This is an optimization exercise on Yosys and OpenROAD, whose aim is small area, not a production implementation. In this exercise RTL edits were held to simulation tests only and were not proved equivalent to the original. The clock port is modelled as an ideal driver, which makes a skipped or thinned clock tree look cheaper than it is; a real chip needs a root buffer or a tree. Power figures rest on the tool's default switching activity, not on a simulated workload.

==> flow/design.v <==
module KFSDRAM (
    input   logic               sdram_clock,
    input   logic               sdram_reset,
    input   logic   [24:0]      address,
    input   logic   [9:0]       access_num,
    input   logic   [15:0]      data_in,
    output  logic   [15:0]      data_out,
    input   logic               write_request,
    input   logic               read_request,
    output  logic               write_flag,
    output  logic               read_flag,
    output  logic               idle,
    output  logic   [12:0]      sdram_address,
    output  logic               sdram_cke,
    output  logic               sdram_cs,
    output  logic               sdram_ras,
    output  logic               sdram_cas,
    output  logic               sdram_we,
    output  logic   [1:0]       sdram_ba,
    input   logic   [15:0]      sdram_dq_in,
    output  logic   [15:0]      sdram_dq_out,
    output  logic               sdram_dq_io
);
    localparam logic [3:0] P_R    = 4'b0000;
    localparam logic [3:0] P_INIT = 4'b0001;
    localparam logic [3:0] P_SEQI = 4'b0010;
    localparam logic [3:0] P_IDLE = 4'b0011;
    localparam logic [9:0] LF_CLR  = 10'b0010111100;
    localparam logic [9:0] LF_INIT = 10'b0011010110;
    logic   [3:0]   ph;
    logic   [3:0]   ph_n;
    logic   [9:0]   k;
    logic   [9:0]   kp;
    logic   [9:0]   lf;
    logic   [15:0]  dq;
    logic   pR, pINIT, pSEQI, pIDLE, pSEQF, pSEQ, pCMD, pTAIL, tw;
    logic   tail_pre, tail_end, idl, req, ones9, due, last, cbr, act, wcmd, adv;
    logic   [9:0]   col;
    assign pR    = (ph == P_R);
    assign pINIT = (ph == P_INIT);
    assign pSEQI = (ph == P_SEQI);
    assign pIDLE = (ph == P_IDLE);
    assign pSEQF = ph[3] & ~ph[1] & ~ph[0];
    assign pSEQ  = ph[3] & ~ph[1] &  ph[0];
    assign pCMD  = ph[3] &  ph[1] & ~ph[0];
    assign pTAIL = ph[3] &  ph[1] &  ph[0];
    assign tw    = ph[2];
    assign tail_pre = pTAIL & (tw ? (k[1] & ~k[0]) : (k[2] & k[0]));
    assign tail_end = pTAIL & (tw ? (k[1] &  k[0]) : (k[2] & k[1]));
    assign idl  = pIDLE | tail_end;
    assign req  = write_request | read_request | due;
    assign ones9 = &lf[8:0];
    assign due  = lf[9] & ones9;
    logic   [10:0]  ic;
    assign ic[0] = ~pINIT | due;
    for (genvar i = 0; i < 10; i++) begin : g_inc
        assign kp[i]    = k[i] ^ ic[i];
        assign ic[i+1]  = k[i] & ic[i];
    end
    assign last = (kp == access_num);
    assign cbr  = (pSEQI & ((k[3:0] == 4'd2) | (k[3:0] == 4'd7)))
                | (pSEQF & k[0] & ~k[1]);
    assign act  = pSEQ & k[0] & ~k[1] & ~k[2];
    assign wcmd = pCMD & tw;
    always_comb begin
        ph_n = ph;
        adv  = 1'b0;
        if (pR) begin
            ph_n = P_INIT;
            adv  = 1'b1;
        end
        if (pINIT & due & k[3] & k[2] & k[0]) begin
            ph_n = P_SEQI;
            adv  = 1'b1;
        end
        if (pSEQI & k[3] & k[2]) begin
            ph_n = P_IDLE;
            adv  = 1'b1;
        end
        if (idl) begin
            ph_n = req ? {1'b1, write_request, 1'b0, write_request | read_request} : P_IDLE;
            adv  = 1'b1;
        end
        if (pSEQF & k[2]) begin
            ph_n = P_IDLE;
            adv  = 1'b1;
        end
        if (pSEQ & k[2] & k[1]) begin
            ph_n = {1'b1, tw, 2'b10};
            adv  = 1'b1;
        end
        if (pCMD & last) begin
            ph_n = {1'b1, tw, 2'b11};
            adv  = 1'b1;
        end
    end
    always_ff @(posedge sdram_clock, posedge sdram_reset) begin
        if (sdram_reset)
            ph <= P_R;
        else
            ph <= ph_n;
    end
    always_ff @(posedge sdram_clock) begin
        k <= adv ? 10'd0 : kp;
        if (pR)
            lf <= LF_INIT;
        else if (cbr | (pINIT & due))
            lf <= LF_CLR;
        else
            lf <= {lf[8:0], ~(lf[9] ^ lf[6]) | ones9};
        dq <= data_in;
    end
    always_ff @(posedge sdram_clock, posedge sdram_reset) begin
        if (sdram_reset)
            data_out <= 16'd0;
        else
            data_out <= sdram_dq_in;
    end
    logic   [10:0]  cy;
    assign cy[0] = 1'b0;
    for (genvar i = 0; i < 10; i++) begin : g_col
        assign col[i]   = address[i] ^ k[i] ^ cy[i];
        assign cy[i+1]  = (address[i] & k[i]) | (address[i] & cy[i]) | (k[i] & cy[i]);
    end
    always_comb begin
        sdram_address = 13'd0;
        if (act)
            sdram_address = address[22:10];
        else if (pCMD)
            sdram_address[9:0] = col;
        else if (pSEQI & (k[3] & k[2]))
            sdram_address[9:0] = 10'h030;
        if ((pSEQI & (k[3:1] == 3'd0)) | tail_pre | tail_end)
            sdram_address[10] = 1'b1;
    end
    assign sdram_ba     = (act | pCMD) ? address[24:23] : 2'd0;
    assign sdram_cke    = ~pR;
    assign sdram_cs     = pR;
    assign sdram_ras    = ~((pSEQI & ((k[3:0] == 4'd0) | (k[3] & k[2]))) | cbr | act | tail_pre);
    assign sdram_cas    = ~(cbr | (pSEQI & k[3] & k[2]) | pCMD);
    assign sdram_we     = ~((pSEQI & ((k[3:0] == 4'd0) | (k[3] & k[2]))) | wcmd | tail_pre);
    assign sdram_dq_io  = ~wcmd;
    assign sdram_dq_out = dq & {16{wcmd}};
    assign idle         = idl;
    assign write_flag   = tw & ((pSEQ & k[2] & k[1]) | (pCMD & ~last));
    assign read_flag    = ~tw & ((pCMD & (|k[9:2]))
                               | (pTAIL & ~k[2] & ((|access_num[9:2])
                                                  | (k[1] & access_num[1])
                                                  | ((k[1] | access_num[1]) & k[0] & access_num[0]))));
endmodule
export LEC_CHECK = 0
export CAP_MARGIN = 20
export CORE_MARGIN = 2
export CORE_UTILIZATION = 40
export SLEW_MARGIN = 20
create_clock -name core_clock -period 10.0 [get_ports {sdram_clock}]
standard.sh (not shown) runs the stock make flow with config.mk's settings and CLKGATE_MAP_FILE= SYNTH_SCRIPT=/design/flow/synth_recipe.tcl, a recipe that flattens the netlist after the stock synthesis.
==> flow/flow/run.sh <==
#!/bin/bash
# The standard layout (standard.sh, ORFS steps unchanged) with these changes:
#  - synthesis: the standard flow's synthesis script, but ABC maps with flow/abc.script (area);
#  - every I/O port still gets its own buffer, but the smallest buffer cell (buf_1);
#  - clock tree: flow/cts_hook.tcl (sourced by ORFS as PRE_CTS_TCL) builds a balanced
#    two-level tree (port -> one root buffer -> one buffer per group of at most
#    CTS_GROUP nearby flip-flops) in place of TritonCTS.
# All tool output goes to flow_make.log here (ORFS keeps per-step logs under orfs/logs).
set -euo pipefail
W="$(pwd)"
orig=$(grep -o 'SYNTH_SCRIPT=[^ ]*' standard.sh | head -1 | cut -d= -f2)
export FLOW_SYNTH_SCRIPT="$orig"
export MY_ABC_SCRIPT="$W/flow/abc.script"
sed "s|SYNTH_SCRIPT=[^ ]*|SYNTH_SCRIPT=$W/flow/synth_wrap.tcl|" standard.sh > my_standard.sh
export BUFFER_PORTS_ARGS="-buffer_cell sky130_fd_sc_hd__buf_1"
export PRE_CTS_TCL="$W/flow/cts_hook.tcl"
export CTS_GROUP=14
export CTS_LEAF=sky130_fd_sc_hd__clkbuf_8
export CTS_BIG=sky130_fd_sc_hd__clkbuf_16
bash my_standard.sh > flow_make.log 2>&1
==> flow/flow/abc.script <==
&get -n
&st
&dch -f
&nf -a
&put
==> flow/flow/cts_hook.tcl <==
# Sourced by ORFS cts.tcl as PRE_CTS_TCL. Replaces TritonCTS with a small
# two-level clock buffering: the clock port drives one root buffer, which
# drives one leaf buffer per group of nearby flip-flops (groups of at most
# CTS_GROUP sinks, split by recursive bisection so they are balanced).
# Every register gets the same number of buffers on its clock path.
rename clock_tree_synthesis _unused_clock_tree_synthesis

proc _cts_split {items k} {
  # items: list of {pin x y}; split into k groups by recursive bisection
  if {$k <= 1} { return [list $items] }
  set xs [lmap i $items {lindex $i 1}]
  set ys [lmap i $items {lindex $i 2}]
  set dx [expr {[tcl::mathfunc::max {*}$xs] - [tcl::mathfunc::min {*}$xs]}]
  set dy [expr {[tcl::mathfunc::max {*}$ys] - [tcl::mathfunc::min {*}$ys]}]
  set idx [expr {$dx >= $dy ? 1 : 2}]
  set sorted [lsort -real -index $idx $items]
  set k1 [expr {$k / 2}]
  set k2 [expr {$k - $k1}]
  set n [llength $sorted]
  set cut [expr {int(round(double($n) * $k1 / $k))}]
  return [concat [_cts_split [lrange $sorted 0 [expr {$cut - 1}]] $k1] \
                 [_cts_split [lrange $sorted $cut end] $k2]]
}

proc _cts_centroid {items} {
  set sx 0.0; set sy 0.0
  foreach i $items { set sx [expr {$sx + [lindex $i 1]}]; set sy [expr {$sy + [lindex $i 2]}] }
  set n [llength $items]
  return [list [expr {$sx / $n}] [expr {$sy / $n}]]
}

proc _cts_buffer {block cell name loc} {
  set dbu [$block getDbUnitsPerMicron]
  set inst [odb::dbInst_create $block [[ord::get_db] findMaster $cell] $name]
  $inst setLocation [expr {int([lindex $loc 0] * $dbu)}] [expr {int([lindex $loc 1] * $dbu)}]
  $inst setPlacementStatus PLACED
  return $inst
}

proc clock_tree_synthesis {args} {
  set group_max 10
  if {[info exists ::env(CTS_GROUP)]} { set group_max $::env(CTS_GROUP) }
  set leaf_cell sky130_fd_sc_hd__clkbuf_4
  if {[info exists ::env(CTS_LEAF)]} { set leaf_cell $::env(CTS_LEAF) }
  set big_cell sky130_fd_sc_hd__clkbuf_8
  if {[info exists ::env(CTS_BIG)]} { set big_cell $::env(CTS_BIG) }
  set root_cell sky130_fd_sc_hd__clkbuf_2
  set block [ord::get_db_block]
  set dbu [$block getDbUnitsPerMicron]
  set clk [lindex [all_clocks] 0]
  set port [lindex [get_property $clk sources] 0]
  set dbnet [[$block findBTerm [get_full_name $port]] getNet]
  set netname [$dbnet getName]
  set items {}
  foreach it [$dbnet getITerms] {
    set bb [[$it getInst] getBBox]
    lappend items [list $it \
      [expr {([$bb xMin] + [$bb xMax]) / 2.0 / $dbu}] \
      [expr {([$bb yMin] + [$bb yMax]) / 2.0 / $dbu}]]
  }
  set n [llength $items]
  set k [expr {($n + $group_max - 1) / $group_max}]
  puts "cts_hook: $n clock sinks in $k groups"
  set leaves {}
  set g 0
  foreach grp [_cts_split $items $k] {
    set loc [_cts_centroid $grp]
    set inst [_cts_buffer $block $leaf_cell clkleaf_$g $loc]
    set out [odb::dbNet_create $block clknet_leaf_$g]
    $out setSigType CLOCK
    foreach i $grp {
      set it [lindex $i 0]
      $it disconnect
      $it connect $out
    }
    [$inst findITerm A] connect $dbnet
    [$inst findITerm X] connect $out
    lappend leaves [list $inst {*}$loc]
    incr g
  }
  set root [_cts_buffer $block $root_cell clkroot [_cts_centroid $leaves]]
  set out [odb::dbNet_create $block clknet_root]
  $out setSigType CLOCK
  foreach l $leaves {
    set it [[lindex $l 0] findITerm A]
    $it disconnect
    $it connect $out
  }
  [$root findITerm A] connect $dbnet
  [$root findITerm X] connect $out
  set_propagated_clock [all_clocks]
  estimate_parasitics -placement
  # upsize a leaf whose sinks see a slow clock edge
  foreach inst [get_cells clkleaf_*] {
    set onet [get_nets -of_objects [get_pins -of_objects $inst -filter "direction==output"]]
    set worst 0.0
    foreach p [get_pins -of_objects $onet -filter "direction==input"] {
      set s [get_property $p slew_max]
      if {$s > $worst} { set worst $s }
    }
    puts "cts_hook: [get_full_name $inst] worst sink slew $worst"
    if {$worst > 0.095} {
      replace_cell $inst $big_cell
      puts "cts_hook: [get_full_name $inst] -> $big_cell"
    }
  }
  estimate_parasitics -placement
}
==> flow/flow/synth_wrap.tcl <==
# Synthesis wrapper: the standard flow's own synthesis script (FLOW_SYNTH_SCRIPT, which runs ORFS
# synth.tcl unchanged, flattens and renames) with one change: ABC maps the
# combinational logic with flow/abc.script (area-oriented) instead of ORFS's speed
# script. Registers are not touched by ABC, so they keep the standard names and cells.
proc abc {args} {
  set i [lsearch -exact $args -script]
  if {$i >= 0} { lset args [expr {$i + 1}] $::env(MY_ABC_SCRIPT) }
  yosys abc {*}$args
}
source $::env(FLOW_SYNTH_SCRIPT)
The starting point completed with no timing, DRC or antenna violations.
==> next run, changes <==
==> flow/flow/run.sh (replaced) <==
#!/bin/bash
# The standard layout (standard.sh: unchanged synthesis and ORFS steps), with two changes:
#  - every I/O port still gets its own buffer, but the smallest buffer cell (buf_1);
#  - clock tree: flow/cts_hook.tcl (sourced by ORFS as PRE_CTS_TCL) builds a balanced
#    two-level tree (port -> one root buffer -> one buffer per group of at most
#    CTS_GROUP nearby flip-flops) in place of TritonCTS.
# All tool output goes to flow_make.log here (ORFS keeps per-step logs under orfs/logs).
set -euo pipefail
export BUFFER_PORTS_ARGS="-buffer_cell sky130_fd_sc_hd__buf_1"
export PRE_CTS_TCL="$(pwd)/flow/cts_hook.tcl"
export CTS_GROUP=14
export CTS_LEAF=sky130_fd_sc_hd__clkbuf_8
export CTS_BIG=sky130_fd_sc_hd__clkbuf_16
bash standard.sh > flow_make.log 2>&1
removed: flow/flow/abc.script
removed: flow/flow/synth_wrap.tcl
Result: First-iteration DRC count rose by 37%; design area rose by 8.1%; synthesized area rose by 14%; global-route usage fell by 0.26 points; worst setup slack loses 0.12 ns; wire length rose by 19%; total power rose by 110%; worst hold slack gains 0.024 ns; sequential share of layout area fell by 2.9 points.
No run of this note takes its clock network from TritonCTS; it comes from the design's own scripts or RTL.

==> afterwards: timing with drivers on the ports <==
How much do the figures lean on ideal ports? The routed layouts below were timed once more, with nothing changed but the port constraints. Step 1 assumes that a clkbuf_16 drives the clock port and a buf_2 every other input. Step 2 adds t to the input delays and takes it off the output delays; t is the mean of the earliest and latest rising clock arrival at the registers after step 1. Input paths then give back, and output paths get back, about the clock's delay inside the block. Slacks: ideal ports / drivers / drivers and shift; pairs: ideal ports / drivers.
run	t (ns)	setup slack, ns	worst setup path at the end	worst data-port slew with drivers (ns)	pins driven straight from the clock port
the first run	0.405	2.484 / 2.461 / 2.461	input to output	0.04	1
the second run	0.434	2.361 / 2.338 / 2.338	input to output	0.05	1
After both steps setup and hold are still met in every run listed.
